Source: an optimization exercise on an open RTL-to-GDS flow (aim: small area and a short achievable clock period). Production flows keep margins and buffers that such runs may drop.
Function was checked by simulation only, so behaviour that the tests miss may differ from the original.
Power figures rest on the tool's default switching activity, not on a simulated workload.

==> flow/design.v <==
`timescale 1ns / 1ps
module fixedFloatConversion(
  input wire clk,
  input wire rst,
  input wire[31:0] targetnumber,
  input wire[4:0] fixpointpos,
  input wire opcode,
  output reg[31:0] result);
wire        s  = targetnumber[31];
wire [30:0] t  = targetnumber[30:0];
wire        nz = |t;
wire [4:0] lz;
lzc32 ulz (.w({t ^ {31{s}}, 1'b1}), .lz(lz));
wire [9:0] d     = 10'd150 - {5'd0, fixpointpos} - {2'd0, targetnumber[30:23]};
wire       valid = (d[9:5] == 5'd0);
wire [4:0] bsh   = ~d[4:0];
wire [54:0] xa = {t, 24'd0};
wire [54:0] xb = {31'd0, 1'b1, t[22:0]};
wire [4:0]  sh = opcode ? bsh : lz;
wire pa1 = ~opcode & lz[4];
wire pa0 = ~opcode & ~lz[4];
wire pb1 = opcode & bsh[4];
wire pb0 = opcode & ~bsh[4];
wire [54:16] x1 = ({39{pa1}} & xa[38:0]) | ({39{pa0}} & xa[54:16])
                | ({39{pb1}} & xb[38:0]) | ({39{pb0}} & xb[54:16]);
wire [54:24] x2 = sh[3] ? x1[46:16] : x1[54:24];
wire [54:28] x3 = sh[2] ? x2[50:24] : x2[54:28];
wire [54:30] x4 = sh[1] ? x3[52:28] : x3[54:30];
wire [54:31] y  = sh[0] ? x4[53:30] : x4[54:31];
wire st = (~sh[2] & |x2[27:24]) | (~sh[1] & |x3[29:28]) | (~sh[0] & x4[30]);
wire        cin = ~opcode & st;
wire [24:0] vp;                  
prefix_or #(.N(25)) pb (.a({y[54:31], cin}), .y(vp));
wire [23:0] low = y[54:31] ^ ({24{s}} & vp[23:0]);
wire        pow2 = s & (&(t[30:1] | ~t[29:0]));
wire [7:0]  e  = 8'd157 - {3'd0, fixpointpos} - {3'd0, lz} + {7'd0, pow2};
wire keep = opcode ? valid : nz;
always @(posedge clk) begin
  result[22:0]  <= keep ? low[22:0] : 23'd0;
  result[30:23] <= keep ? (opcode ? {{7{s & vp[24]}}, low[23]} : e) : 8'd0;
  result[31]    <= keep & s & (~opcode | vp[24]);
end
endmodule
module lzc32 (
  input  wire [31:0] w,
  output wire [4:0]  lz);
  wire [15:0] z1; wire [15:0] c1;
  wire [7:0]  z2; wire [15:0] c2;
  wire [3:0]  z3; wire [11:0] c3;
  wire [1:0]  z4; wire [7:0]  c4;
  genvar i;
  generate
    for (i = 0; i < 16; i = i + 1) begin : l1
      assign z1[i] = ~(w[2*i+1] | w[2*i]);
      assign c1[i] = ~w[2*i+1];
    end
    for (i = 0; i < 8; i = i + 1) begin : l2
      assign z2[i] = z1[2*i+1] & z1[2*i];
      assign c2[2*i+1:2*i] = z1[2*i+1] ? {1'b1, c1[2*i]} : {1'b0, c1[2*i+1]};
    end
    for (i = 0; i < 4; i = i + 1) begin : l3
      assign z3[i] = z2[2*i+1] & z2[2*i];
      assign c3[3*i+2:3*i] = z2[2*i+1] ? {1'b1, c2[4*i+1:4*i]} : {1'b0, c2[4*i+3:4*i+2]};
    end
    for (i = 0; i < 2; i = i + 1) begin : l4
      assign z4[i] = z3[2*i+1] & z3[2*i];
      assign c4[4*i+3:4*i] = z3[2*i+1] ? {1'b1, c3[6*i+2:6*i]} : {1'b0, c3[6*i+5:6*i+3]};
    end
  endgenerate
  assign lz = z4[1] ? {1'b1, c4[3:0]} : {1'b0, c4[7:4]};
endmodule
module prefix_or #(parameter N = 32) (
  input  wire [N-1:0] a,
  output wire [N-1:0] y);
  localparam L = 5;               
  wire [N-1:0] p [0:L];
  assign p[0] = a;
  genvar k, i;
  generate
    for (k = 0; k < L; k = k + 1) begin : lv
      for (i = 0; i < N; i = i + 1) begin : bt
        if ((i >> k) & 1)
          assign p[k+1][i] = p[k][i] | p[k][((i >> k) << k) - 1];
        else
          assign p[k+1][i] = p[k][i];
      end
    end
  endgenerate
  assign y = p[L];
endmodule
==> flow/flow/run.sh <==
#!/bin/bash
# Standard layout with two changes:
#  - synthesis maps with the ABC script flow/map.abc (registers untouched:
#    abc runs without -dff, so the standard synthesis's flip-flops remain);
#  - the port buffers are the smallest buffer cell.
set -euo pipefail
W=$(pwd)
export BUFFER_PORTS_ARGS="-buffer_cell sky130_fd_sc_hd__buf_1"
{
  echo 'proc abc {args} {'
  echo '  set i [lsearch $args -script]'
  echo "  if {\$i >= 0} { lset args [expr {\$i+1}] $W/flow/map.abc }"
  echo '  yosys abc {*}$args'
  echo '}'
  cat "$W/synth_recipe.tcl"
} > "$W/my_synth.tcl"
sed -E "s#'?SYNTH_SCRIPT=[^ ']*'?#SYNTH_SCRIPT=$W/my_synth.tcl#" "$W/standard.sh" > "$W/my_standard.sh"
grep -q "SYNTH_SCRIPT=$W/my_synth.tcl" "$W/my_standard.sh"
bash "$W/my_standard.sh" > "$W/standard.log" 2>&1
==> flow/flow/map.abc <==
strash
dch -f
map -a
topo
stime -c
buffer -c
upsize -c
dnsize -c
==> flow/standard.sh <==
#!/bin/bash
# synth_recipe.tcl (not shown) runs the flow's synth.tcl, then flattens the netlist and writes it again
# the make line also repeats each setting of config.mk as NAME=value (left out here)
make -C /OpenROAD-flow-scripts/flow DESIGN_CONFIG=/design/flow/config.mk WORK_HOME=/design/flow/orfs CLKGATE_MAP_FILE= SYNTH_SCRIPT=/design/flow/synth_recipe.tcl "${@:-finish}"
==> flow/config.mk <==
export PLATFORM = sky130hd
export DESIGN_NAME = fixedFloatConversion
export DESIGN_NICKNAME = fixedFloatConversion
export VERILOG_FILES = /design/flow/design.v
export SDC_FILE = /design/flow/constraint.sdc
export NUM_CORES = 4
export LEC_CHECK = 0
export ABC_AREA = 1
export CAP_MARGIN = 20
export CORE_MARGIN = 2
export CORE_UTILIZATION = 40
export SETUP_SLACK_MARGIN = 2.5
export SLEW_MARGIN = 20
export TNS_END_PERCENT = 0
==> flow/constraint.sdc <==
create_clock -name core_clock -period 9.0 [get_ports {clk}]
set_input_delay 1.8000 -clock core_clock [delete_from_list [all_inputs] [get_ports {clk}]]
set_output_delay 1.8000 -clock core_clock [all_outputs]
set_load 0.01 [all_outputs]
==> results of run 1 <==
==> synth_stat cells (all sizes together), types with 3 or more instances <==
library cell / instances
nand2: 161
nor2: 120
o21ai: 100
inv: 97
a21oi: 74
dfxtp: 32
o22ai: 29
buf: 27
nand3: 21
ha: 19
xor2: 15
a22oi: 9
nor3: 8
a31oi: 7
clkbuf: 7
xnor2: 7
nand4: 6
a211oi: 5
nor4: 5
o221ai: 4
mux2i: 3
o211ai: 3
==> layout by cell type (no fill, tap or decap), types with 4 or more instances in the layout <==
cell type    n
nor4_1       5
nor3_2       4
a21oi_2      5
clkbuf_16    5
a21oi_1     68
a22oi_1      9
inv_1       77
dfxtp_1     32
o21ai_0     51
nand2_1    154
nor2_1     113
ha_1        19
nand4_1      6
o221ai_1     4
nand3_1     19
buf_1       69
a31oi_1      7
a211oi_1     4
xor2_1      14
inv_2       17
buf_4       13
xnor2_1      7
o21ai_1     46
o22ai_1     29
nor2_2       6
nand2_2      6
==> through the flow <==
stage,std cells,total power [µW]
2_1_floorplan,773,554
3_3_place_gp,951,640
3_5_place_dp,951,651
4_1_cts,959,841
5_1_grt,972,940
6_report,972,860
==> how the worst max path moves through the flow <==
stage	start	slack, ns	cells past startpoint	to
3_5_place_dp	targetnumber[31]	1.95	34	result[25]
3_3_place_gp	targetnumber[31]	2.11	34	result[24]
4_1_cts	fixpointpos[0]	2.66	31	result[25]
5_1_grt	targetnumber[31]	2.50	30	result[25]
2_1_floorplan	fixpointpos[0]	3.68	29	result[21]
6_report	fixpointpos[0]	2.90	30	result[25]
==> layout make-up <==
class | count | area, µm²
clock buffers | 6 | 129
clock inverters | 2 | 35.0
fillers | 1241 | 5880
inverters | 98 | 379
multi-input cells | 611 | 3320
flip-flops and latches | 32 | 641
well taps | 140 | 175
repair buffers | 83 | 377
==> cell families (layout without fill, tap and decap cells) <==
| group | after synthesis | count (layout) | synth area share |
|---|---|---|---|
| multiplexers | 3 | 3 | 0.00664 |
| buffers and inverters | 132 | 189 | 0.133 |
| adder cells (fa/ha/maj) | 21 | 21 | 0.0614 |
| flip-flops | 32 | 32 | 0.142 |
| AND/OR/NAND/NOR | 322 | 323 | 0.300 |
| AO/OA/AOI/OAI | 241 | 242 | 0.312 |
| XOR/XNOR | 22 | 22 | 0.0443 |
==> power groups by stage <==
stage | Sequential [µW] | Combinational [µW] | Clock, µW
finish | 182 | 490 | 188
global route | 185 | 559 | 196
CTS | 182 | 469 | 191
detailed placement | 185 | 466 | 0
global placement | 184 | 456 | 0
floorplan | 204 | 351 | 0
==> repair_timing <==
item / CTS / global route
gates resized for setup: 2 / 7
pin swaps: 0 / 3
setup endpoints to repair: 22 / 22
cloned: 0 / 2
buffers inserted: 0 / 11
==> metal layers <==
| layer | vias to the layer above | global-route usage | wire length [µm] |
|---|---|---|---|
| met5 | - | 0 | 0 |
| met4 | 0 | 0.0616 | 287 |
| met3 | 24 | 0.0282 | 827 |
| met2 | 172 | 0.390 | 6570 |
| met1 | 2429 | 0.321 | 6770 |
| li1 | 2717 | - | - |
==> critical path: cells and delay by family <==
family	cells	cell delay, ns
XOR/XNOR	1	0.20
AO/OA/AOI/OAI	7	1.66
adder cells (fa/ha/maj)	2	0.56
buffers and inverters	7	0.85
AND/OR/NAND/NOR	13	1.24
==> impl_metrics.env, run 1 <==
export IMPL_outcome="no timing/DRC/antenna violations"
export IMPL_utilization=0.462
export IMPL_finalCriticalPeriod_ns=6.10
export IMPL_grt_max_degree=47
export IMPL_clockBufferDepth=2
export IMPL_tightest_slew_ns=0.695
export IMPL_ys_flop_type="dfxtp_1"
export IMPL_drv_cap=0
export IMPL_die_x_um=110
export IMPL_root_buffer="clkbuf_16"
export IMPL_area_delta_synth_final_pct=11.8
export IMPL_port_buffers=70
export IMPL_fin_ws_ns=2.90
export IMPL_setup_tns_ns=0
export IMPL_power_share_clock=0.218
export IMPL_reg_top3="result x32"
export IMPL_io_pins=72
export IMPL_fin_nets=892
export IMPL_die_y_um=110
export IMPL_peakVddDrop_v=0.000104
export IMPL_timing_critical_path_mode_cell="nand2_1"
export IMPL_syn_area_um2=4520
export IMPL_ctsHtreeMaxLevel=2
export IMPL_die_area_um2=12200
export IMPL_setup_viol=0
export IMPL_cts_buffers=5
export IMPL_top_register="result"
export IMPL_arrival_ns=6.30
export IMPL_grt_use_total=0.235
export IMPL_leakage_uw=0.00227
export IMPL_drv_slew=0
export IMPL_gr_total_overflow=0
export IMPL_ant_nets=0
export IMPL_synth_edf_count=0
export IMPL_synth_seq_area_share=0.142
export IMPL_drive_gt1_frac=0.0938
export IMPL_dr_pass1_iters=5
export IMPL_worst_setup_path_start_kind="input pin"
export IMPL_hold_depth=3
export IMPL_syn_area_per_cell_um2=5.85
export IMPL_hold_ws_ns=2.04
export IMPL_p_switching_uw=393
export IMPL_seq_power_share=0.211
export IMPL_path_class="input pin to flop"
export IMPL_wl_mm=14.5
export IMPL_via_per_inst=5.50
export IMPL_hp_class="input pin to flop"
export IMPL_synth_cell_types=52
export IMPL_start_util=0.414
export IMPL_rsz0062_at_grt="false"
export IMPL_critPathMaxFanout=9
export IMPL_drc_errors=0
export IMPL_yosysTopAreaCellShare=0.142
export IMPL_synth_warnings=2
export IMPL_gp_congestion=0.939
export IMPL_largest_reg_flops=32
export IMPL_grt_pass1_vias=4791
export IMPL_fp_row_count=38
export IMPL_yosys_register_bits=32
export IMPL_holdPathEnd="result[31]"
export IMPL_cp_slowest_stage_delay_ns=0.32
export IMPL_powerDensity_nw_per_um2=170
export IMPL_crit_slowest_cell="a21oi_4"
export IMPL_yosys_area_top_type="dfxtp_1"
export IMPL_synthCells=773
export IMPL_min_delay_start="targetnumber[31]"
export IMPL_clock_sinks=32
export IMPL_finalHoldViolations=0
export IMPL_dp_slack_ns=1.95
export IMPL_dp_hpwl_mm=11.3
export IMPL_n_antenna_cell=0
export IMPL_core_area_um2=10900
export IMPL_dpl_cell_area_um2=4750
export IMPL_cts_tree="yes"
export IMPL_endpoint_kind="flop"
export IMPL_p_int_uw=467
export IMPL_worstPathRequired_ns=9.20
export IMPL_cts_hold_buffers=0
export IMPL_stdcell_area_um2=5050
export IMPL_vias=5342
export IMPL_switching_share=0.457
export IMPL_slew_headroom=0.525
export IMPL_p_comb_frac=0.570
export IMPL_synth_area_leaders="dfxtp_1 (14%), nand2_1 (13%), nor2_1 (9.5%)"
export IMPL_fin_crit_sh=0.678
export IMPL_wl_per_cell_um=14.9
export IMPL_antenna_found_initial=0
export IMPL_drt_iter0_drc=374
export IMPL_clkTransAtPathRegs_ns=0.05
export IMPL_async_flop_share=0
export IMPL_max_freq_ghz=0.164
export IMPL_synth_nets=834
export IMPL_grt_pass1_wl_mm=22.9
==> run 2: changes to the inputs <==
--- a/flow/config.mk
+++ b/flow/config.mk
@@ -11,3 +11,3 @@
 export CORE_UTILIZATION = 40
-export SETUP_SLACK_MARGIN = 2.5
+export SETUP_SLACK_MARGIN = 3
 export SLEW_MARGIN = 20
==> impl_metrics.env, run 2 <==
export IMPL_max_freq_ghz=0.176
export IMPL_cp_slowest_stage_delay_ns=0.31
export IMPL_ant_nets=0
export IMPL_synth_compound_area_frac=0.312
export IMPL_hp_class="input pin to flop"
export IMPL_wl_per_cell_um=15.0
export IMPL_synth_warnings=2
export IMPL_grt_max_degree=47
export IMPL_drv_slew=0
export IMPL_cts_tree="yes"
export IMPL_path_class="input pin to flop"
export IMPL_n_antenna_cell=0
export IMPL_vias=5436
export IMPL_cts_buffers=5
export IMPL_drc_errors=0
export IMPL_start_util=0.414
export IMPL_async_flop_share=0
export IMPL_ctsHtreeMaxLevel=2
export IMPL_via_per_inst=5.56
export IMPL_yosysMostFrequentCell="nand2_1"
export IMPL_cp_top_family="simple AND/OR/NAND/NOR gates"
export IMPL_synth_nets=834
export IMPL_dr_pass1_iters=5
export IMPL_muxShareOfSynthArea=0.00664
export IMPL_yosys_area_top_type="dfxtp_1"
export IMPL_clockBufferDepth=2
export IMPL_yosys_register_bits=32
export IMPL_peakVddDrop_v=0.000105
export IMPL_utilization=0.471
export IMPL_crit_slowest_cell="nor3_1"
export IMPL_synthCells=773
export IMPL_die_x_um=110
export IMPL_slew_headroom=0.550
export IMPL_yosys_area_share_simple=0.300
export IMPL_netlist_top_cells_count="nand2_1 (154), nor2_1 (114), inv_1 (78), a21oi_1 (68), o21ai_0 (52)"
export IMPL_synth_seq_area_share=0.142
export IMPL_dp_hpwl_mm=11.3
export IMPL_final_cell_mix="nand2_1 (154), nor2_1 (112), inv_1 (76)"
export IMPL_fin_ws_ns=3.32
export IMPL_synth_area_leaders="dfxtp_1 (14%), nand2_1 (13%), nor2_1 (9.5%)"
export IMPL_timing_critical_path_mode_cell="nand2_1"
export IMPL_grt_pass1_vias=4878
export IMPL_root_buffer="clkbuf_16"
export IMPL_dp_slack_ns=1.95
export IMPL_clock_sinks=32
export IMPL_crit_buf_inv=7
export IMPL_crit_end="result[25]"
export IMPL_antenna_found_initial=0
export IMPL_top_register="result"
export IMPL_drt_iter0_drc=398
export IMPL_cts_hold_buffers=0
export IMPL_grt_pass1_wl_mm=23.5
export IMPL_area_delta_synth_final_pct=13.9
export IMPL_ys_flop_type="dfxtp_1"
export IMPL_gp_congestion=0.939
export IMPL_syn_area_per_cell_um2=5.85
export IMPL_fin_crit_sh=0.632
export IMPL_fin_nets=897
export IMPL_synth_edf_count=0
export IMPL_stdcell_area_um2=5150
export IMPL_die_y_um=110
export IMPL_critPathMaxFanout=46
export IMPL_tightest_slew_ns=0.657
export IMPL_startpoint="targetnumber[31]"
export IMPL_core_area_um2=10900
export IMPL_grt_use_total=0.242
export IMPL_clkTransAtPathRegs_ns=0.05
export IMPL_wl_mm=14.6
export IMPL_endpoint_kind="flop"
export IMPL_io_pins=72
export IMPL_worstPathRequired_ns=9.14
export IMPL_drive_gt1_frac=0.114
export IMPL_dpl_cell_area_um2=4750
export IMPL_finalHoldViolations=0
export IMPL_synth_cell_types=52
export IMPL_worst_setup_path_start_kind="input pin"
export IMPL_synth_top_family_by_area="compound AO/OA/AOI/OAI gates"
export IMPL_yosysTopAreaCellShare=0.142
export IMPL_drv_cap=0
export IMPL_syn_area_um2=4520
export IMPL_powerDensity_nw_per_um2=169
export IMPL_rsz0062_at_grt="false"
export IMPL_setup_viol=0
export IMPL_largest_reg_flops=32
export IMPL_layout_commonest_cell="nand2_1"
export IMPL_arrival_ns=5.83
export IMPL_synth_xor_area_frac=0.0443
export IMPL_outcome="no timing/DRC/antenna violations"
export IMPL_finalCriticalPeriod_ns=5.68
export IMPL_hold_ws_ns=1.92
export IMPL_setup_tns_ns=0
export IMPL_port_buffers=70
export IMPL_die_area_um2=12200
export IMPL_leakage_uw=0.00230
export IMPL_synth_fa_ha_area_frac=0.0614
export IMPL_reg_top3="result x32"
export IMPL_cp_depth=30
export IMPL_gr_total_overflow=0
export IMPL_min_delay_start="targetnumber[31]"
export IMPL_fp_row_count=38
## run 2: stage by stage
stage | power [µW] | std cells
global placement | 640 | 951
floorplan | 554 | 773
CTS | 852 | 965
global route | 952 | 977
detailed placement | 651 | 951
finish | 872 | 977
## run 2: timing repair
| item | CTS | global route |
|---|---|---|
| pin swaps | 3 | 4 |
| gates resized for setup | 9 | 21 |
| endpoints found under the setup margin | 31 | 26 |
| cloned | 2 | 1 |
| buffers inserted | 4 | 11 |
## run 2: layout make-up
class / instances / area [µm²]
repair inverters: 1 / 5.00
flip-flops and latches: 32 / 641
inverters: 98 / 390
clock inverters: 2 / 35.0
well taps: 140 / 175
repair buffers: 87 / 404
multi-input cells: 611 / 3370
clock buffers: 6 / 129
fillers: 1228 / 5790
## run 2: power breakdown
group          switching (µW)  leakage, µW  internal (µW)  total, µW
combinational             335      0.00195            167        502
clock                    58.4    0.0000808            130        188
sequential               6.79     0.000267            175        182
## run 2: cell families (layout without fill, tap and decap cells)
group | count (synthesis) | in the layout
AO/OA/AOI/OAI | 241 | 242
XOR/XNOR | 22 | 22
adder cells (fa/ha/maj) | 21 | 21
buffers and inverters | 132 | 194
flip-flops | 32 | 32
multiplexers | 3 | 3
AND/OR/NAND/NOR | 322 | 323
## run 2: worst min-delay path by stage
| stage | endpoint | slack (ns) | cells past startpoint |
|---|---|---|---|
| final | result[31] | 1.92 | 3 |
| after global routing | result[31] | 1.94 | 3 |
| after CTS | result[23] | 2.04 | 3 |
| after detailed placement | result[10] | 2.19 | 1 |
| after global placement | result[11] | 2.19 | 1 |
| after floorplan | result[29] | 2.10 | 3 |
## run 2: per-layer routing
layer  part of all wire  GRT usage  vias up  wire, µm
met1               0.45      0.325     2487      6640
met3              0.062     0.0282       23       911
met2               0.46      0.409      192      6780
li1                   -          -     2734         -
met5                  0          0        -         0
met4              0.020     0.0661        0       289
## run 2: worst min-delay path, delay by kind of cell
kind                   cells  cell delay (ns)
and+or+nand+nor            1             0.04
AOI/OAI and AO/OA          1             0.11
buffers and inverters      1             0.18
==> run 3: changes to the inputs <==
==> flow/flow/map.abc (replaced) <==
strash
dch -f
map -D 3000
==> impl_metrics.env, run 3 <==
export IMPL_ys_flop_type="dfxtp_1"
export IMPL_synth_fa_ha_area_frac=0.0680
export IMPL_synth_area_leaders="nand2_1 (16%), dfxtp_1 (16%), o21ai_0 (14%)"
export IMPL_root_buffer="clkbuf_8"
export IMPL_layout_commonest_cell="nand2_1"
export IMPL_die_area_um2=11000
export IMPL_setup_tns_ns=0
export IMPL_max_freq_ghz=0.172
export IMPL_cp_slowest_stage_delay_ns=0.39
export IMPL_synth_top_family_by_area="compound AO/OA/AOI/OAI gates"
export IMPL_arrival_ns=5.99
export IMPL_clock_sinks=32
export IMPL_yosysMostFrequentCell="nand2_1"
export IMPL_tightest_slew_ns=0.719
export IMPL_start_util=0.414
export IMPL_top_usage_layer="met2"
export IMPL_synth_xor_area_frac=0.0407
export IMPL_drv_slew=0
export IMPL_cts_hold_buffers=0
export IMPL_crit_slowest_cell="nor4_4"
export IMPL_drt_iter0_drc=403
export IMPL_finalHoldViolations=0
export IMPL_ctsHtreeMaxLevel=2
export IMPL_dp_hpwl_mm=10.9
export IMPL_clkTransAtPathRegs_ns=0.07
export IMPL_hold_ws_ns=2.05
export IMPL_ant_nets=0
export IMPL_setup_viol=0
export IMPL_syn_area_um2=4090
export IMPL_grt_use_total=0.265
export IMPL_synth_edf_count=0
export IMPL_outcome="no timing/DRC/antenna violations"
export IMPL_grt_pass1_vias=5019
export IMPL_wl_per_cell_um=15.5
export IMPL_use_met3=0.0424
export IMPL_dr_pass1_iters=5
export IMPL_peakVddDrop_v=0.0000841
export IMPL_drc_errors=0
export IMPL_antenna_found_initial=0
export IMPL_n_antenna_cell=0
export IMPL_area_delta_synth_final_pct=29.3
export IMPL_via_per_inst=5.69
export IMPL_netlist_top_cells_count="nand2_1 (175), o21ai_0 (111), nor2_1 (91), clkinv_1 (85), a21oi_1 (69)"
export IMPL_utilization=0.536
export IMPL_crit_buf_inv=5
export IMPL_worst_setup_path_start_kind="input pin"
export IMPL_use_met1=0.361
export IMPL_met2_usage=0.434
export IMPL_leakage_uw=0.00210
export IMPL_largest_reg_flops=32
export IMPL_core_area_um2=9860
export IMPL_gp_congestion=0.970
export IMPL_muxShareOfSynthArea=0.0171
export IMPL_grt_max_degree=32
export IMPL_hp_class="input pin to flop"
export IMPL_reg_top3="result x32"
export IMPL_io_pins=72
export IMPL_syn_area_per_cell_um2=5.68
export IMPL_wl_mm=14.9
export IMPL_clockBufferDepth=2
export IMPL_final_cell_mix="nand2_1 (168), o21ai_0 (85), nor2_1 (83)"
export IMPL_final_cells=961
export IMPL_slew_headroom=0.508
export IMPL_synth_cell_types=30
export IMPL_synth_warnings=2
export IMPL_synthCells=719
export IMPL_yosys_area_share_simple=0.293
export IMPL_cts_tree="yes"
export IMPL_yosys_area_top_type="nand2_1"
export IMPL_dp_cells=925
export IMPL_fin_nets=888
export IMPL_yosys_register_bits=32
export IMPL_die_y_um=105
export IMPL_synth_nets=780
export IMPL_cp_top_family="compound AO/OA/AOI/OAI gates"
export IMPL_fin_ws_ns=3.18
export IMPL_cts_buffers=5
export IMPL_async_flop_share=0
export IMPL_fp_row_count=36
export IMPL_drv_cap=0
export IMPL_top_register="result"
export IMPL_timing_critical_path_mode_cell="o21ai_0"
export IMPL_worstPathRequired_ns=9.17
export IMPL_die_x_um=105
export IMPL_port_buffers=70
export IMPL_powerDensity_nw_per_um2=153
export IMPL_drive_gt1_frac=0.147
export IMPL_critPathMaxFanout=23
export IMPL_path_class="input pin to flop"
export IMPL_dp_slack_ns=1.52
export IMPL_synth_seq_area_share=0.157
export IMPL_vias=5472
export IMPL_endpoint_kind="flop"
export IMPL_rsz0062_at_grt="false"
export IMPL_gr_total_overflow=0
export IMPL_yosysTopAreaCellShare=0.161
export IMPL_finalCriticalPeriod_ns=5.82
export IMPL_fin_crit_sh=0.647
export IMPL_grt_pass1_wl_mm=24.1
export IMPL_synth_compound_area_frac=0.346
run 3: cell count changes after synthesis, moves of 10 or more:
cell      change
clkinv_1     +84
o21ai_0      +59
inv_1        -78
buf_2        -10
inv_2        -17
o21ai_1      -45
nor2_1       -23
nand2_1      +21
run 3: repair_timing:
item                                    4_1_cts  5_1_grt
endpoints found under the setup margin       31       30
cloned                                        6        0
pin swaps                                     8       15
buffers inserted                              8       14
hold endpoints to repair                      0        0
resized for setup                            32       73
run 3: worst paths after layout:
| path | end | startpoint | slack (ns) | depth (start not counted) |
|---|---|---|---|---|
| setup / recovery | result[21] | targetnumber[31] | 3.18 | 25 |
| hold / removal | result[1] | targetnumber[31] | 2.05 | 4 |
run 3: cells by family after synthesis:
family / after synthesis
AND/OR/NAND/NOR: 302
AO/OA/AOI/OAI: 253
buffers and inverters: 85
flip-flops: 32
adder cells (fa/ha/maj): 21
XOR/XNOR: 19
multiplexers: 7
run 3: through the flow:
stage	total power, µW	instance area (µm²)
after floorplan	507	4190
after global routing	885	5280
after global placement	617	4650
after detailed placement	624	4650
after CTS	767	4980
final	810	5280
run 3: cell type report:
cell class	instances	area, µm²
fillers	1053	4580
multi-input cells	607	3520
flip-flops and latches	32	641
repair buffers	95	502
inverters	85	357
well taps	133	166
clock buffers	7	86.3
clock inverters	1	7.51
repair inverters	1	5.00
run 3: metal layers:
metal / up-vias / wire, µm
met5: - / 0
met4: 0 / 289
met3: 32 / 1160
met2: 243 / 6630
met1: 2463 / 6810
li1: 2734 / -
run 3: power by group:
part | internal (µW) | switching [µW] | leakage (µW)
Clock | 62.1 | 53.2 | 0.0000445
Sequential | 174 | 7.06 | 0.000268
Combinational | 178 | 335 | 0.00179
Total | 414 | 396 | 0.00210
==> run 4: changes to the inputs <==
==> flow/flow/map.abc (replaced) <==
strash
dch -f
map -D 3000
topo
stime -c
buffer -c
==> impl_metrics.env, run 4 <==
export IMPL_netlist_top_cells_count="nand2_1 (174), o21ai_0 (111), nor2_1 (91), inv_1 (84), a21oi_1 (68)"
export IMPL_fin_crit_sh=0.644
export IMPL_cts_buffers=5
export IMPL_clkTransAtPathRegs_ns=0.05
export IMPL_top_register="result"
export IMPL_endpoint_kind="flop"
export IMPL_grt_pass1_wl_mm=22.1
export IMPL_crit_slowest_cell="a2111oi_4"
export IMPL_max_freq_ghz=0.172
export IMPL_slew_headroom=0.397
export IMPL_synth_fa_ha_area_frac=0.0608
export IMPL_drc_errors=0
export IMPL_yosys_area_share_simple=0.263
export IMPL_setup_tns_ns=0
export IMPL_stdcell_area_um2=5680
export IMPL_dp_slack_ns=1.46
export IMPL_clockBufferDepth=2
export IMPL_die_x_um=111
export IMPL_antenna_found_initial=0
export IMPL_cts_hold_buffers=0
export IMPL_wl_mm=14.5
export IMPL_core_area_um2=11300
export IMPL_via_per_inst=5.47
export IMPL_dp_cells=938
export IMPL_dr_pass1_iters=5
export IMPL_finalCriticalPeriod_ns=5.80
export IMPL_path_class="input pin to flop"
export IMPL_synth_nets=816
export IMPL_rsz0062_at_grt="false"
export IMPL_finalHoldViolations=0
export IMPL_fin_nets=918
export IMPL_syn_area_per_cell_um2=6.06
export IMPL_ctsHtreeMaxLevel=2
export IMPL_fin_ws_ns=3.20
export IMPL_wl_per_cell_um=14.5
export IMPL_worstPathRequired_ns=9.13
export IMPL_clock_sinks=32
export IMPL_drv_cap=0
export IMPL_grt_max_degree=32
export IMPL_reg_top3="result x32"
export IMPL_area_delta_synth_final_pct=24.1
export IMPL_yosys_area_top_type="nand2_1"
export IMPL_synth_area_leaders="nand2_1 (14%), dfxtp_1 (14%), o21ai_0 (12%)"
export IMPL_ant_nets=0
export IMPL_syn_area_um2=4570
export IMPL_layout_commonest_cell="nand2_1"
export IMPL_drt_iter0_drc=391
export IMPL_async_flop_share=0
export IMPL_synth_compound_area_frac=0.310
export IMPL_synth_cell_types=36
export IMPL_die_area_um2=12300
export IMPL_yosys_register_bits=32
export IMPL_cp_slowest_stage_delay_ns=0.26
export IMPL_yosysMostFrequentCell="nand2_1"
export IMPL_synth_xor_area_frac=0.0364
export IMPL_drv_slew=0
export IMPL_synth_edf_count=0
export IMPL_synth_top_family_by_area="compound AO/OA/AOI/OAI gates"
export IMPL_grt_pass1_vias=4576
export IMPL_setup_viol=0
export IMPL_vias=5472
export IMPL_final_cells=1000
export IMPL_largest_reg_flops=32
export IMPL_outcome="no timing/DRC/antenna violations"
export IMPL_ys_flop_type="dfxtp_1"
export IMPL_gr_total_overflow=0
export IMPL_leakage_uw=0.00256
export IMPL_drive_gt1_frac=0.166
export IMPL_worst_setup_path_start_kind="input pin"
export IMPL_arrival_ns=5.93
export IMPL_yosysTopAreaCellShare=0.143
export IMPL_synth_warnings=2
export IMPL_p_total_uw=894
export IMPL_gp_congestion=0.886
export IMPL_synthCells=755
export IMPL_final_cell_mix="nand2_1 (167), nor2_1 (83), inv_1 (75)"
export IMPL_synth_seq_area_share=0.140
export IMPL_peakVddDrop_v=0.000149
export IMPL_muxShareOfSynthArea=0.0153
export IMPL_die_y_um=111
export IMPL_tightest_slew_ns=0.905
export IMPL_port_buffers=70
export IMPL_root_buffer="clkbuf_16"
export IMPL_dp_hpwl_mm=10.1
export IMPL_dpl_cell_area_um2=4610
export IMPL_cts_tree="yes"
export IMPL_hp_class="input pin to flop"
export IMPL_grt_use_total=0.213
export IMPL_fp_row_count=39
export IMPL_critPathMaxFanout=12
export IMPL_start_util=0.406
export IMPL_powerDensity_nw_per_um2=158
export IMPL_n_antenna_cell=0
export IMPL_io_pins=72
[run 4: cell types whose count changed after synthesis, sizes merged]
cell / before / now
clkinv: 85 / 1
buf: 0 / 1
inv: 0 / 84
clkbuf: 0 / 35
[run 4: timing repair]
item | in CTS | in global routing
gates resized for setup | 43 | 92
hold endpoints to repair | 0 | 0
cloned | 7 | 4
pin swaps | 8 | 18
setup buffers | 17 | 27
endpoints found under the setup margin | 30 | 25
[run 4: final cells by class]
| type | instances | area, µm² |
|---|---|---|
| Sequential cell | 32 | 641 |
| Clock buffer | 6 | 129 |
| Timing Repair inverter | 2 | 12.5 |
| Clock inverter | 1 | 5.00 |
| Fill cell | 1196 | 5600 |
| Inverter | 85 | 342 |
| Timing Repair Buffer | 128 | 891 |
| Tap cell | 143 | 179 |
| Multi-Input combinational cell | 603 | 3480 |
[run 4: cells by family after synthesis]
kind of cell	Yosys count
compound gates	253
buf+inv	121
fa+ha+maj	21
simple gates	302
xor+xnor	19
mux	7
flops	32
[run 4: worst paths after layout]
path / startpoint / to / slack (ns) / cells past startpoint
max: targetnumber[31] / result[28] / 3.20 / 31
min: fixpointpos[4] / result[29] / 2.08 / 4
[run 4: through the flow]
stage               utilization  hold slack [ns]
detailed placement        0.409             2.19
finish                    0.503             2.08
CTS                       0.458             2.08
floorplan                     -             2.10
global placement          0.409             2.18
global route              0.503             2.15
[run 4: worst max-delay path, delay by kind of cell]
| family | cells | cell delay, ns |
|---|---|---|
| and+or+nand+nor | 13 | 1.46 |
| AOI/OAI and AO/OA | 7 | 1.13 |
| buffers and inverters | 10 | 1.37 |
| xor gates and xnor gates | 1 | 0.16 |
[run 4: power breakdown]
| part | internal (µW) | total, µW | switching, µW |
|---|---|---|---|
| sequential | 175 | 181 | 6.62 |
| clock | 99.9 | 152 | 52.6 |
| combinational | 217 | 560 | 343 |
[run 4: routing by layer]
layer / up-vias / part of all wire / global-route usage
li1: 2780 / - / -
met5: - / 0 / 0
met4: 0 / 0.033 / 0.0692
met3: 42 / 0.071 / 0.0202
met2: 254 / 0.46 / 0.355
met1: 2396 / 0.44 / 0.291
==> run 5: changes to the inputs <==
==> flow/flow/map.abc (replaced) <==
strash
dch -f
map -B 0.9
==> impl_metrics.env, run 5 <==
export IMPL_outcome="no timing/DRC/antenna violations"
export IMPL_gr_total_overflow=0
export IMPL_powerDensity_nw_per_um2=158
export IMPL_clockBufferDepth=2
export IMPL_yosys_area_top_type="nand2_1"
export IMPL_switching_share=0.456
export IMPL_arrival_ns=5.69
export IMPL_peakVddDrop_v=0.000104
export IMPL_hp_class="input pin to flop"
export IMPL_area_delta_synth_final_pct=15.7
export IMPL_ant_nets=0
export IMPL_async_flop_share=0
export IMPL_drc_errors=0
export IMPL_finalCriticalPeriod_ns=5.55
export IMPL_ys_flop_type="dfxtp_1"
export IMPL_root_buffer="clkbuf_16"
export IMPL_drt_iter0_drc=499
export IMPL_die_x_um=112
export IMPL_p_comb_frac=0.554
export IMPL_timing_critical_path_mode_cell="nand2_1"
export IMPL_leakage_uw=0.00253
export IMPL_ctsHtreeMaxLevel=2
export IMPL_synth_area_leaders="nand2_1 (31%), nand3_1 (17%), dfxtp_1 (14%)"
export IMPL_slew_headroom=0.624
export IMPL_worst_setup_path_start_kind="input pin"
export IMPL_syn_area_per_cell_um2=5.06
export IMPL_p_int_uw=467
export IMPL_top_register="result"
export IMPL_max_freq_ghz=0.180
export IMPL_port_buffers=70
export IMPL_synth_seq_area_share=0.136
export IMPL_synth_cell_types=27
export IMPL_core_area_um2=11500
export IMPL_die_area_um2=12600
export IMPL_wl_mm=15.3
export IMPL_syn_area_um2=4700
export IMPL_yosysMostFrequentCell="nand2_1"
export IMPL_io_pins=72
export IMPL_endpoint_kind="flop"
export IMPL_layout_commonest_cell="nand2_1"
export IMPL_synth_edf_count=0
export IMPL_p_total_uw=859
export IMPL_fp_row_count=39
export IMPL_drive_gt1_frac=0.0334
export IMPL_cts_hold_buffers=0
export IMPL_synth_warnings=2
export IMPL_grt_pass1_vias=5470
export IMPL_via_per_inst=5.32
export IMPL_tightest_slew_ns=0.561
export IMPL_yosysTopAreaCellShare=0.314
export IMPL_yosys_register_bits=32
export IMPL_dr_pass1_iters=6
export IMPL_cp_slowest_stage_delay_ns=0.33
export IMPL_clkTransAtPathRegs_ns=0.05
export IMPL_crit_slowest_cell="ha_1"
export IMPL_dp_cells=1151
export IMPL_antenna_found_initial=0
export IMPL_netlist_top_cells_count="nand2_1 (393), nand3_1 (164), nor2_1 (92), clkinv_1 (81), a21oi_1 (50)"
export IMPL_utilization=0.474
export IMPL_drv_cap=0
export IMPL_seq_power_share=0.208
export IMPL_cts_buffers=5
export IMPL_fin_crit_sh=0.616
export IMPL_gp_congestion=0.954
export IMPL_worstPathRequired_ns=9.15
export IMPL_drv_slew=0
export IMPL_p_switching_uw=391
export IMPL_die_y_um=112
export IMPL_path_class="input pin to flop"
export IMPL_grt_pass1_wl_mm=25.8
export IMPL_fin_nets=1078
export IMPL_wl_per_cell_um=13.1
export IMPL_cts_tree="yes"
export IMPL_reg_top3="result x32"
export IMPL_start_util=0.410
export IMPL_synth_nets=991
export IMPL_dp_hpwl_mm=11.7
export IMPL_critPathMaxFanout=17
export IMPL_grt_max_degree=60
export IMPL_largest_reg_flops=32
export IMPL_vias=6180
export IMPL_clock_sinks=32
export IMPL_n_antenna_cell=0
export IMPL_power_share_clock=0.238
export IMPL_setup_viol=0
export IMPL_grt_use_total=0.246
export IMPL_final_cells=1161
export IMPL_rsz0062_at_grt="false"
export IMPL_setup_tns_ns=0
export IMPL_final_cell_mix="nand2_1 (388), nand3_1 (164), nor2_1 (89)"
export IMPL_synthCells=930
export IMPL_finalHoldViolations=0
export IMPL_hold_ws_ns=2.03
run 5: cell types whose count changed after synthesis, sizes merged, moves of 9 or more:
cell / before / now
a31oi: 10 / 1
nand3: 17 / 164
xor2: 12 / 3
clkbuf: 35 / 0
o21ai: 111 / 46
a21oi: 69 / 50
inv: 84 / 0
clkinv: 1 / 81
a22oi: 9 / 0
o22ai: 29 / 5
nand2: 175 / 393
run 5: cell families (layout without fill, tap and decap cells):
logic type / Yosys count / count (layout) / share of synthesized area
XOR/XNOR: 7 / 7 / 0.0130
adder cells (fa/ha/maj): 21 / 21 / 0.0591
AO/OA/AOI/OAI: 118 / 118 / 0.136
AND/OR/NAND/NOR: 671 / 671 / 0.591
flip-flops: 32 / 32 / 0.136
buffers and inverters: 81 / 169 / 0.0646
run 5: final timing paths:
kind,start,endpoint,slack [ns],cells past startpoint
worst max-delay path,fixpointpos[0],result[13],3.45,29
worst min-delay path,opcode,result[25],2.03,4
run 5: through the flow:
stage / setup slack, ns / area, µm²
after detailed placement: 2.77 / 5210
after floorplan: 3.43 / 4700
after global routing: 3.03 / 5440
after global placement: 2.78 / 5210
final: 3.45 / 5440
after CTS: 3.06 / 5390
run 5: layout make-up:
type | count | area (µm²)
well taps | 143 | 179
repair inverters | 1 | 7.51
multi-input cells | 817 | 3780
repair buffers | 79 | 335
clock inverters | 1 | 30.0
fillers | 1307 | 6030
flip-flops and latches | 32 | 641
inverters | 81 | 312
clock buffers | 7 | 153
run 5: power groups by stage:
stage / clock, µW / combinational (µW) / sequential [µW]
2_1_floorplan: 0 / 323 / 197
5_1_grt: 216 / 546 / 181
3_5_place_dp: 0 / 465 / 181
4_1_cts: 210 / 468 / 179
3_3_place_gp: 0 / 463 / 182
6_report: 204 / 476 / 178
run 5: routing by layer:
| layer | part of all wire | vias up | track usage |
|---|---|---|---|
| met2 | 0.45 | 194 | 0.404 |
| met3 | 0.061 | 25 | 0.0410 |
| met4 | 0.021 | 0 | 0.0667 |
| li1 | - | 3264 | - |
| met5 | 0 | - | 0 |
| met1 | 0.47 | 2697 | 0.335 |
run 5: timing repair:
action                                  4_1_cts  5_1_grt
endpoints found under the hold margin         0        0
resized for setup                             0       14
buffers inserted                              0        1
endpoints found under the setup margin        0       25
run 5: worst max-delay path, delay by kind of cell:
kind / cells / cell delay, ns
AND/OR/NAND/NOR: 19 / 2.20
buffers and inverters: 5 / 0.88
XOR/XNOR: 1 / 0.16
AO/OA/AOI/OAI: 3 / 0.32
adder cells (fa/ha/maj): 1 / 0.33
==> run 6: changes to the inputs <==
--- a/flow/config.mk
+++ b/flow/config.mk
@@ -11,3 +11,3 @@
 export CORE_UTILIZATION = 40
-export SETUP_SLACK_MARGIN = 3
+export SETUP_SLACK_MARGIN = 3.9
 export SLEW_MARGIN = 20
==> impl_metrics.env, run 6 <==
export IMPL_synth_area_leaders="nand2_1 (31%), nand3_1 (17%), dfxtp_1 (14%)"
export IMPL_largest_reg_flops=32
export IMPL_yosys_area_top_type="nand2_1"
export IMPL_synth_cell_types=27
export IMPL_die_x_um=112
export IMPL_fin_crit_sh=0.550
export IMPL_via_per_inst=5.41
export IMPL_gr_total_overflow=0
export IMPL_final_cells=1175
export IMPL_drc_errors=0
export IMPL_die_y_um=112
export IMPL_critPathMaxFanout=8
export IMPL_syn_area_per_cell_um2=5.06
export IMPL_fin_nets=1092
export IMPL_synth_warnings=2
export IMPL_grt_use_total=0.253
export IMPL_rsz0062_at_grt="true"
export IMPL_reg_top3="result x32"
export IMPL_grt_pass1_wl_mm=26.4
export IMPL_antenna_found_initial=0
export IMPL_drive_gt1_frac=0.0891
export IMPL_netlist_top_cells_count="nand2_1 (393), nand3_1 (164), nor2_1 (92), clkinv_1 (81), a21oi_1 (50)"
export IMPL_fp_row_count=39
export IMPL_worstPathRequired_ns=9.18
export IMPL_ctsHtreeMaxLevel=2
export IMPL_core_area_um2=11500
export IMPL_powerDensity_nw_per_um2=157
export IMPL_endpoint_kind="flop"
export IMPL_yosysTopAreaCellShare=0.314
export IMPL_yosys_register_bits=32
export IMPL_wl_per_cell_um=13.9
export IMPL_yosysMostFrequentCell="nand2_1"
export IMPL_root_buffer="clkbuf_16"
export IMPL_wl_mm=16.4
export IMPL_synthCells=930
export IMPL_clkTransAtPathRegs_ns=0.05
export IMPL_ys_flop_type="dfxtp_1"
export IMPL_grt_max_degree=60
export IMPL_max_freq_ghz=0.202
export IMPL_io_pins=72
export IMPL_dp_cells=1150
export IMPL_leakage_uw=0.00271
export IMPL_hp_class="input pin to flop"
export IMPL_start_util=0.410
export IMPL_dr_pass1_iters=6
export IMPL_cts_hold_buffers=0
export IMPL_outcome="no timing/DRC/antenna violations"
export IMPL_slew_headroom=0.615
export IMPL_die_area_um2=12600
export IMPL_finalCriticalPeriod_ns=4.95
export IMPL_n_antenna_cell=0
export IMPL_drv_slew=0
export IMPL_setup_tns_ns=0
export IMPL_clockBufferDepth=2
export IMPL_final_cell_mix="nand2_1 (376), nand3_1 (154), nor2_1 (82)"
export IMPL_setup_viol=0
export IMPL_port_buffers=70
export IMPL_drv_cap=0
export IMPL_synth_edf_count=0
export IMPL_cts_buffers=5
export IMPL_gp_congestion=0.953
export IMPL_arrival_ns=5.13
export IMPL_cts_tree="yes"
export IMPL_dp_hpwl_mm=11.7
export IMPL_peakVddDrop_v=0.000114
export IMPL_drt_iter0_drc=602
export IMPL_tightest_slew_ns=0.576
export IMPL_syn_area_um2=4700
export IMPL_layout_commonest_cell="nand2_1"
export IMPL_async_flop_share=0
export IMPL_synth_seq_area_share=0.136
export IMPL_finalHoldViolations=0
export IMPL_path_class="input pin to flop"
export IMPL_ant_nets=0
export IMPL_grt_pass1_vias=5598
export IMPL_fillers=1286
export IMPL_vias=6354
export IMPL_area_delta_synth_final_pct=24.7
export IMPL_synth_nets=991
export IMPL_clock_sinks=32
export IMPL_top_register="result"
export IMPL_worst_setup_path_start_kind="input pin"
## run 6: cell families (layout without fill, tap and decap cells)
family                   after synthesis  in the layout  share of synthesized area
buffers and inverters                 81            180                     0.0646
adder cells (fa/ha/maj)               21             21                     0.0591
AO/OA/AOI/OAI                        118            118                      0.136
AND/OR/NAND/NOR                      671            674                      0.591
flip-flops                            32             32                      0.136
XOR/XNOR                               7              7                     0.0130
## run 6: worst paths after layout
| path | startpoint | to | cells past startpoint |
|---|---|---|---|
| hold / removal | opcode | result[24] | 4 |
| setup / recovery | fixpointpos[0] | result[25] | 23 |
## run 6: through the flow
| stage | instance area (µm²) | setup slack (ns) | power (µW) | utilization | hold WS (ns) |
|---|---|---|---|---|---|
| after floorplan | 4710 | 3.91 | 522 | - | 1.93 |
| after global placement | 5210 | 2.69 | 644 | 0.454 | 2.19 |
| after detailed placement | 5210 | 2.68 | 647 | 0.454 | 2.18 |
| after CTS | 5490 | 3.86 | 878 | 0.479 | 2.03 |
| after global routing | 5860 | 3.80 | 1010 | 0.511 | 2.08 |
| final | 5860 | 4.05 | 918 | 0.511 | 2.03 |
## run 6: layout make-up
class / instances / area (µm²) / area share
well taps: 143 / 179 / 0.0305
clock buffers: 7 / 153 / 0.0260
inverters: 81 / 328 / 0.0559
flip-flops and latches: 32 / 641 / 0.109
repair buffers: 90 / 482 / 0.0822
repair inverters: 1 / 6.26 / 0.00107
multi-input cells: 820 / 4050 / 0.690
clock inverters: 1 / 30.0 / 0.00512
## run 6: critical path, cell delays in order
cell      delay [ns]
clkbuf_2        0.14
ha_2            0.22
xnor2_1         0.13
ha_1            0.34
a21oi_1         0.15
o21ai_1         0.12
xnor2_1         0.31
or2b_4          0.27
nand2_4         0.11
nand2_2         0.07
nand2_1         0.07
nand2_1         0.09
nand3_1         0.12
nand3_2         0.10
nand2_2         0.09
nor2_4          0.14
nand3_4         0.12
nor2_4          0.23
nand4_1         0.18
nand2_1         0.09
nand2_1         0.06
nand2_2         0.10
nor2_1          0.05
## run 6: timing repair
action	CTS	global route
endpoints found under the setup margin	32	32
setup buffers	1	10
pin swaps	2	15
gates cloned	2	4
resized for setup	24	60
## run 6: layer usage
layer  vias up  GRT usage  share of wire
li1       3300          -              -
met1      2790      0.334           0.44
met2       237      0.425           0.46
met3        27     0.0524          0.077
met4         0     0.0602          0.019
met5         -          0              0
## run 6: report_power, final
part	internal (µW)	switching, µW	total [µW]
clock network	146	61.9	207
registers	171	7.09	179
logic	175	357	532
total	492	426	918
==> run 7: changes to the inputs <==
==> flow/flow/map.abc (replaced) <==
strash
dch -f
map -B 0.9
topo
stime -c
buffer -c
--- a/flow/config.mk
+++ b/flow/config.mk
@@ -11,3 +11,3 @@
 export CORE_UTILIZATION = 40
-export SETUP_SLACK_MARGIN = 3.9
+export SETUP_SLACK_MARGIN = 3.6
 export SLEW_MARGIN = 20
==> impl_metrics.env, run 7 <==
export IMPL_outcome="no timing/DRC/antenna violations"
export IMPL_fin_nets=1080
export IMPL_top_register="result"
export IMPL_synth_area_leaders="nand2_1 (28%), nand3_1 (15%), dfxtp_1 (12%)"
export IMPL_drt_iter0_drc=629
export IMPL_vias=6346
export IMPL_yosysMostFrequentCell="nand2_1"
export IMPL_cts_hold_buffers=0
export IMPL_die_y_um=119
export IMPL_netlist_top_cells_count="nand2_1 (391), nand3_1 (164), nor2_1 (91), inv_1 (77), a21oi_1 (50)"
export IMPL_io_pins=72
export IMPL_yosysTopAreaCellShare=0.277
export IMPL_ant_nets=0
export IMPL_cts_buffers=5
export IMPL_die_area_um2=14200
export IMPL_die_x_um=119
export IMPL_via_per_inst=5.31
export IMPL_finalHoldViolations=0
export IMPL_powerDensity_nw_per_um2=154
export IMPL_drc_errors=0
export IMPL_endpoint_kind="flop"
export IMPL_fillers=1471
export IMPL_area_delta_synth_final_pct=5.94
export IMPL_cts_tree="yes"
export IMPL_worst_setup_path_start_kind="input pin"
export IMPL_root_buffer="clkbuf_16"
export IMPL_grt_use_total=0.227
export IMPL_core_area_um2=13100
export IMPL_dp_hpwl_mm=12.1
export IMPL_startpoint="fixpointpos[0]"
export IMPL_ys_flop_type="dfxtp_1"
export IMPL_holdPathEnd="result[24]"
export IMPL_layout_commonest_cell="nand2_1"
export IMPL_synth_cell_types=35
export IMPL_timing_critical_path_mode_cell="nand2_1"
export IMPL_yosys_register_bits=32
export IMPL_drive_gt1_frac=0.0500
export IMPL_syn_area_per_cell_um2=5.46
export IMPL_antenna_found_initial=0
export IMPL_peakVddDrop_v=0.0000681
export IMPL_path_class="input pin to flop"
export IMPL_largest_reg_flops=32
export IMPL_synth_edf_count=0
export IMPL_reg_top3="result x32"
export IMPL_synth_nets=1033
export IMPL_setup_tns_ns=0
export IMPL_p_total_uw=866
export IMPL_port_buffers=70
export IMPL_synth_seq_area_share=0.121
export IMPL_fin_crit_sh=0.565
export IMPL_hp_class="input pin to flop"
export IMPL_synthCells=972
export IMPL_max_freq_ghz=0.197
export IMPL_worstPathRequired_ns=9.16
export IMPL_dp_cells=1180
export IMPL_hold_depth=4
export IMPL_setup_viol=0
export IMPL_syn_area_um2=5310
export IMPL_wl_per_cell_um=13.7
export IMPL_finalCriticalPeriod_ns=5.08
export IMPL_clock_sinks=32
export IMPL_leakage_uw=0.00285
export IMPL_drv_slew=0
export IMPL_cp_slowest_stage_delay_ns=0.41
export IMPL_n_antenna_cell=0
export IMPL_grt_pass1_vias=5532
export IMPL_wl_mm=16.3
export IMPL_ctsHtreeMaxLevel=2
export IMPL_dr_pass1_iters=6
export IMPL_slew_headroom=0.375
export IMPL_crit_slowest_cell="fa_1"
export IMPL_arrival_ns=5.24
export IMPL_hold_ws_ns=2.05
export IMPL_min_delay_start="opcode"
export IMPL_rsz0062_at_grt="true"
export IMPL_clockBufferDepth=2
export IMPL_tightest_slew_ns=0.938
export IMPL_yosys_area_top_type="nand2_1"
export IMPL_gp_congestion=0.968
export IMPL_grt_pass1_wl_mm=26.5
export IMPL_critPathMaxFanout=18
export IMPL_fp_row_count=42
export IMPL_async_flop_share=0
export IMPL_start_util=0.406
export IMPL_clkTransAtPathRegs_ns=0.05
export IMPL_final_cells=1196
export IMPL_drv_cap=0
export IMPL_gr_total_overflow=0
export IMPL_grt_max_degree=60
export IMPL_final_cell_mix="nand2_1 (384), nand3_1 (163), nor2_1 (85)"
export IMPL_synth_warnings=2
[run 7: metrics by stage]
stage | util | setup WS (ns) | area [µm²]
after floorplan | - | 4.07 | 5310
after global placement | 0.400 | 2.30 | 5230
after detailed placement | 0.400 | 2.30 | 5230
after CTS | 0.417 | 3.60 | 5460
after global routing | 0.430 | 3.51 | 5620
final | 0.430 | 3.92 | 5620
[run 7: how the worst max path moves through the flow]
stage,end,slack (ns),depth (start not counted)
after floorplan,result[16],4.07,24
after global placement,result[30],2.30,23
after detailed placement,result[31],2.30,21
after CTS,result[31],3.60,25
after global routing,result[23],3.51,28
final,result[23],3.92,25
[run 7: cell families (layout without fill, tap and decap cells)]
family / Yosys count / after routing / share of synthesized area
AO/OA/AOI/OAI: 118 / 118 / 0.121
buffers and inverters: 123 / 170 / 0.169
adder cells (fa/ha/maj): 21 / 21 / 0.0523
flip-flops: 32 / 32 / 0.121
XOR/XNOR: 7 / 7 / 0.0116
AND/OR/NAND/NOR: 671 / 672 / 0.525
[run 7: cell type report]
cell class	count	area, µm²	area share
Multi-Input combinational cell	818	3890	0.693
Sequential cell	32	641	0.114
Timing Repair Buffer	80	374	0.0665
Inverter	81	322	0.0572
Tap cell	176	220	0.0392
Clock buffer	6	129	0.0229
Clock inverter	2	35.0	0.00623
Timing Repair inverter	1	7.51	0.00134
[run 7: power by group]
group	total, µW	switching, µW	internal, µW
sequential	178	6.28	171
clock	190	59.9	130
combinational	498	341	158
[run 7: per-layer routing]
layer	vias up	GRT usage	share of wire
li1	3252	-	-
met1	2848	0.299	0.44
met2	206	0.381	0.46
met3	40	0.0278	0.062
met4	0	0.0789	0.031
met5	-	0	0
[run 7: repair_timing]
action	4_1_cts	5_1_grt
pin swaps	0	3
buffers inserted	0	5
resized for setup	20	24
endpoints found under the setup margin	30	31
cloned	1	2
[run 7: worst max-delay path, delay by kind of cell]
| kind | cells | cell delay, ns |
|---|---|---|
| AOI/OAI and AO/OA | 1 | 0.09 |
| adders and majority gates | 2 | 0.74 |
| and+or+nand+nor | 19 | 2.20 |
| buffers and inverters | 3 | 0.39 |
==> run 8: changes to the inputs <==
==> flow/flow/map.abc (replaced) <==
strash
dch -f
map -a
topo
stime -c
buffer -c
upsize -c
dnsize -c
==> impl_metrics.env, run 8 <==
export IMPL_finalHoldViolations=0
export IMPL_root_buffer="clkbuf_16"
export IMPL_rsz0062_at_grt="true"
export IMPL_clock_sinks=32
export IMPL_largest_reg_flops=32
export IMPL_ys_flop_type="dfxtp_1"
export IMPL_yosysMostFrequentCell="nand2_1"
export IMPL_grt_pass1_wl_mm=25.8
export IMPL_synthCells=773
export IMPL_reg_top3="result x32"
export IMPL_p_total_uw=1020
export IMPL_port_buffers=70
export IMPL_antenna_found_initial=0
export IMPL_async_flop_share=0
export IMPL_synth_seq_area_share=0.142
export IMPL_cts_buffers=5
export IMPL_hold_ws_ns=1.90
export IMPL_grt_max_degree=32
export IMPL_fin_nets=941
export IMPL_grt_use_total=0.267
export IMPL_synth_cell_types=52
export IMPL_start_util=0.414
export IMPL_die_y_um=110
export IMPL_synth_nets=834
export IMPL_yosys_area_top_type="dfxtp_1"
export IMPL_io_pins=72
export IMPL_dr_pass1_iters=5
export IMPL_synth_edf_count=0
export IMPL_drt_iter0_drc=352
export IMPL_powerDensity_nw_per_um2=165
export IMPL_gr_total_overflow=0
export IMPL_synth_warnings=2
export IMPL_area_delta_synth_final_pct=37.1
export IMPL_yosys_register_bits=32
export IMPL_drv_cap=0
export IMPL_crit_slowest_cell="ha_1"
export IMPL_grt_pass1_vias=5346
export IMPL_slew_headroom=0.557
export IMPL_worst_setup_path_start_kind="input pin"
export IMPL_syn_area_per_cell_um2=5.85
export IMPL_final_cell_mix="nand2_1 (142), nor2_1 (105), inv_1 (72)"
export IMPL_outcome="no timing/DRC/antenna violations"
export IMPL_critPathMaxFanout=10
export IMPL_netlist_top_cells_count="nand2_1 (154), nor2_1 (114), inv_1 (78), a21oi_1 (68), o21ai_0 (52)"
export IMPL_ctsHtreeMaxLevel=2
export IMPL_path_class="input pin to flop"
export IMPL_final_cells=1021
export IMPL_synth_area_leaders="dfxtp_1 (14%), nand2_1 (13%), nor2_1 (9.5%)"
export IMPL_clockBufferDepth=2
export IMPL_setup_tns_ns=0
export IMPL_gp_congestion=0.939
export IMPL_wl_mm=16.6
export IMPL_fin_crit_sh=0.600
export IMPL_syn_area_um2=4520
export IMPL_ant_nets=0
export IMPL_setup_viol=0
export IMPL_wl_per_cell_um=16.2
export IMPL_top_register="result"
export IMPL_via_per_inst=5.70
export IMPL_drv_slew=0
export IMPL_drc_errors=0
export IMPL_fillers=1080
export IMPL_finalCriticalPeriod_ns=5.40
export IMPL_n_antenna_cell=0
export IMPL_arrival_ns=5.56
export IMPL_cts_hold_buffers=0
export IMPL_dp_hpwl_mm=11.3
export IMPL_peakVddDrop_v=0.000109
export IMPL_die_area_um2=12200
export IMPL_yosysTopAreaCellShare=0.142
export IMPL_layout_commonest_cell="nand2_1"
export IMPL_cts_tree="yes"
export IMPL_worstPathRequired_ns=9.16
export IMPL_vias=5820
export IMPL_die_x_um=110
export IMPL_endpoint_kind="flop"
export IMPL_cp_slowest_stage_delay_ns=0.31
export IMPL_max_freq_ghz=0.185
export IMPL_drive_gt1_frac=0.276
export IMPL_clkTransAtPathRegs_ns=0.05
export IMPL_tightest_slew_ns=0.648
export IMPL_leakage_uw=0.00271
export IMPL_fp_row_count=38
export IMPL_core_area_um2=10900
export IMPL_hp_class="input pin to flop"
export IMPL_dp_cells=951
[run 8: changes by cell type in the layout (fill, tap and decap cells not counted), sizes merged, moves of 6 or more]
cell	previous run	this run
o21ai	46	101
nand3	164	21
a31oi	1	7
nand2	394	165
o22ai	5	29
a22oi	0	9
a21oi	50	74
xor2	3	15
inv	78	94
buf	76	117
nor2	92	121
[run 8: critical path, delay by kind of cell]
kind / cells / cell delay (ns)
AO/OA/AOI/OAI: 7 / 1.28
AND/OR/NAND/NOR: 12 / 0.98
buffers and inverters: 7 / 0.89
adder cells (fa/ha/maj): 2 / 0.48
XOR/XNOR: 1 / 0.13
[run 8: worst paths after layout]
kind / from / end / slack (ns) / depth (start not counted)
hold / removal: targetnumber[31] / result[31] / 1.90 / 3
setup / recovery: fixpointpos[1] / result[16] / 3.60 / 29
[run 8: final cells by class]
type / count / area [µm²] / share of cell area
well taps: 140 / 175 / 0.0283
flip-flops and latches: 32 / 641 / 0.103
inverters: 98 / 422 / 0.0680
repair buffers: 126 / 816 / 0.132
clock inverters: 2 / 35.0 / 0.00565
clock buffers: 6 / 129 / 0.0208
repair inverters: 2 / 18.8 / 0.00303
multi-input cells: 615 / 3960 / 0.639
[run 8: logic make-up after synthesis]
family / Yosys count / synth area share
xor+xnor: 22 / 0.0443
simple gates: 322 / 0.300
compound gates: 241 / 0.312
flops: 32 / 0.142
fa+ha+maj: 21 / 0.0614
mux: 3 / 0.00664
buf+inv: 132 / 0.133
[run 8: layer usage]
metal	part of all wire	GRT usage
met1	0.43	0.337
met2	0.47	0.449
met3	0.067	0.0417
met4	0.032	0.114
met5	0	0
[run 8: timing repair]
action	CTS	global route
pin swaps	24	27
gates resized for setup	70	116
cloned	8	2
buffers inserted	33	19
endpoints found under the setup margin	32	31
[run 8: power breakdown]
part           switching, µW  internal (µW)  total, µW
Combinational            410            242        652
Sequential              6.77            175        182
Clock                   57.6            130        187
[run 8: stage by stage]
stage          utilization  worst slack [ns]  area [µm²]
4_1_cts              0.509              3.60        5570
5_1_grt              0.567              3.37        6200
2_1_floorplan            -              3.68        4520
6_report             0.567              3.60        6200
3_3_place_gp         0.434              2.11        4750
3_5_place_dp         0.434              1.95        4750
==> run 9: changes to the inputs <==
--- a/flow/config.mk
+++ b/flow/config.mk
@@ -11,3 +11,3 @@
 export CORE_UTILIZATION = 40
-export SETUP_SLACK_MARGIN = 3.6
+export SETUP_SLACK_MARGIN = 3.3
 export SLEW_MARGIN = 20
==> impl_metrics.env, run 9 <==
export IMPL_outcome="no timing/DRC/antenna violations"
export IMPL_grt_max_degree=47
export IMPL_hold_depth=3
export IMPL_top_usage_layer="met2"
export IMPL_yosysTopAreaCellShare=0.142
export IMPL_critPathMaxFanout=5
export IMPL_clockBufferDepth=2
export IMPL_grt_pass1_vias=4935
export IMPL_muxShareOfSynthArea=0.00664
export IMPL_path_class="input pin to flop"
export IMPL_antenna_found_initial=0
export IMPL_syn_area_um2=4520
export IMPL_fin_crit_sh=0.617
export IMPL_setup_tns_ns=0
export IMPL_slew_headroom=0.512
export IMPL_gr_total_overflow=0
export IMPL_dp_cells=951
export IMPL_met2_usage=0.414
export IMPL_synth_seq_area_share=0.142
export IMPL_gp_congestion=0.939
export IMPL_vias=5589
export IMPL_synthCells=773
export IMPL_endpoint_kind="flop"
export IMPL_wl_per_cell_um=15.8
export IMPL_fin_nets=911
export IMPL_io_pins=72
export IMPL_use_met1=0.329
export IMPL_drv_cap=0
export IMPL_grt_use_total=0.244
export IMPL_die_area_um2=12200
export IMPL_port_buffers=70
export IMPL_synth_top_family_by_area="compound AO/OA/AOI/OAI gates"
export IMPL_n_antenna_cell=0
export IMPL_cts_tree="yes"
export IMPL_yosys_area_share_simple=0.300
export IMPL_clock_sinks=32
export IMPL_arrival_ns=5.70
export IMPL_finalCriticalPeriod_ns=5.56
export IMPL_wl_mm=15.6
export IMPL_dr_pass1_iters=5
export IMPL_ctsHtreeMaxLevel=2
export IMPL_peakVddDrop_v=0.000119
export IMPL_netlist_top_cells_count="nand2_1 (154), nor2_1 (114), inv_1 (78), a21oi_1 (68), o21ai_0 (52)"
export IMPL_fillers=1178
export IMPL_synth_edf_count=0
export IMPL_worstPathRequired_ns=9.14
export IMPL_final_cell_mix="nand2_1 (149), nor2_1 (108), inv_1 (75)"
export IMPL_synth_compound_area_frac=0.312
export IMPL_synth_area_leaders="dfxtp_1 (14%), nand2_1 (13%), nor2_1 (9.5%)"
export IMPL_crit_slowest_cell="ha_1"
export IMPL_hold_ws_ns=1.87
export IMPL_powerDensity_nw_per_um2=166
export IMPL_yosys_register_bits=32
export IMPL_setup_viol=0
export IMPL_crit_buf_inv=6
export IMPL_cts_buffers=5
export IMPL_start_util=0.414
export IMPL_drt_iter0_drc=341
export IMPL_hp_class="input pin to flop"
export IMPL_grt_pass1_wl_mm=23.7
export IMPL_synth_warnings=2
export IMPL_final_cells=991
export IMPL_drv_slew=0
export IMPL_leakage_uw=0.00250
export IMPL_synth_cell_types=52
export IMPL_yosysMostFrequentCell="nand2_1"
export IMPL_max_freq_ghz=0.180
export IMPL_syn_area_per_cell_um2=5.85
export IMPL_use_met3=0.0223
export IMPL_area_delta_synth_final_pct=24.9
export IMPL_drc_errors=0
export IMPL_top_register="result"
export IMPL_cp_depth=28
export IMPL_tightest_slew_ns=0.713
export IMPL_dpl_cell_area_um2=4750
export IMPL_finalHoldViolations=0
export IMPL_ys_flop_type="dfxtp_1"
export IMPL_drive_gt1_frac=0.192
export IMPL_cp_top_family="compound AO/OA/AOI/OAI gates"
export IMPL_worst_setup_path_start_kind="input pin"
export IMPL_multi_input_area_um2=3670
export IMPL_die_y_um=110
export IMPL_core_area_um2=10900
export IMPL_seq_area_um2=641
export IMPL_clkTransAtPathRegs_ns=0.05
export IMPL_fp_row_count=38
export IMPL_root_buffer="clkbuf_16"
export IMPL_cp_slowest_stage_delay_ns=0.35
export IMPL_synth_xor_area_frac=0.0443
export IMPL_yosys_area_top_type="dfxtp_1"
export IMPL_ant_nets=0
export IMPL_async_flop_share=0
export IMPL_largest_reg_flops=32
export IMPL_synth_nets=834
export IMPL_via_per_inst=5.64
export IMPL_layout_commonest_cell="nand2_1"
export IMPL_synth_fa_ha_area_frac=0.0614
export IMPL_rsz0062_at_grt="true"
export IMPL_die_x_um=110
export IMPL_reg_top3="result x32"
export IMPL_dp_hpwl_mm=11.3
export IMPL_stdcell_area_um2=5650
-- run 9: cell type report --
class / count / area share
clock buffer: 6 / 0.0228
multi-input combinational: 613 / 0.650
tap: 140 / 0.0310
sequential: 32 / 0.113
timing repair buffer: 99 / 0.104
inverter: 98 / 0.0709
clock inverter: 2 / 0.00620
timing repair inverter: 1 / 0.00133
-- run 9: path summary, 6_finish.rpt --
path | startpoint | endpoint | slack (ns)
worst max-delay path | fixpointpos[2] | result[23] | 3.44
worst min-delay path | targetnumber[31] | result[31] | 1.87
-- run 9: cells by family (layout without fill, tap and decap cells) --
logic type      count (synthesis)  after routing
simple gates                  322            325
compound gates                241            242
buf+inv                       132            206
flops                          32             32
xor+xnor                       22             22
fa+ha+maj                      21             21
mux                             3              3
-- run 9: per-layer routing --
| layer | wire, µm | vias to the layer above |
|---|---|---|
| met3 | 856 | 27 |
| met5 | 0 | - |
| met2 | 7330 | 215 |
| li1 | - | 2772 |
| met4 | 345 | 0 |
| met1 | 7100 | 2575 |
-- run 9: report_power, final --
group	leakage, µW	switching (µW)	total, µW	internal [µW]
Combinational	0.00215	369	567	198
Clock	0.0000808	57.4	187	130
Sequential	0.000267	6.78	182	175
Total	0.00250	433	936	502
-- run 9: tightest hold or removal path, delay by kind of cell --
family	cells	cell delay [ns]
simple gates	1	0.04
buf+inv	1	0.17
compound gates	1	0.08
-- run 9: what timing repair did --
item	in CTS	in global routing
pin swaps	3	33
gates resized for setup	15	102
hold buffers	0	0
cloned	2	5
hold endpoints to repair	0	0
endpoints found under the setup margin	32	24
setup buffers	7	18
-- run 9: per-stage QoR --
stage / total power [µW] / worst slack (ns) / utilization
final: 936 / 3.44 / 0.516
after global routing: 1010 / 3.18 / 0.516
after floorplan: 554 / 3.68 / -
after global placement: 640 / 2.11 / 0.434
after CTS: 860 / 3.31 / 0.462
after detailed placement: 651 / 1.95 / 0.434

-- port drivers added, routing unchanged --
No port has a modelled driver above. Below, the same layouts with a new extraction and two added sets of constraints. Step 1 sets driving cells, clkbuf_16 on the clock port and buf_2 on the other inputs (assumed; they add their load-dependent delay and slew). Step 2 adds t to the input delays and takes it off the output delays; t is the mean of the earliest and latest rising clock arrival at the registers after step 1. Input paths then give back, and output paths get back, about the clock's delay inside the block. a / b / c = no drivers / after step 1 / after step 2; a / b = the first two.
run	t, ns	setup slack, ns	clock arrival spread, ns
run 1	0.307	2.901 / 2.917 / 2.610	0.009 / 0.010
run 2	0.307	3.315 / 3.313 / 3.005	0.010 / 0.009
run 3	0.311	3.178 / 3.162 / 2.851	0.007 / 0.006
run 4	0.299	3.202 / 3.214 / 2.915	0.004 / 0.004
run 5	0.314	3.452 / 3.462 / 3.148	0.004 / 0.004
run 6	0.321	4.046 / 4.058 / 3.737	0.007 / 0.007
run 7	0.313	3.918 / 3.933 / 3.620	0.004 / 0.004
run 8	0.305	3.601 / 3.539 / 3.234	0.009 / 0.009
run 9	0.307	3.443 / 3.454 / 3.147	0.009 / 0.010
After both steps every run listed still meets setup and hold. For run 8, which loses most, drivers alone change the setup slack by -0.062 ns; drivers and shift together by -0.367 ns.
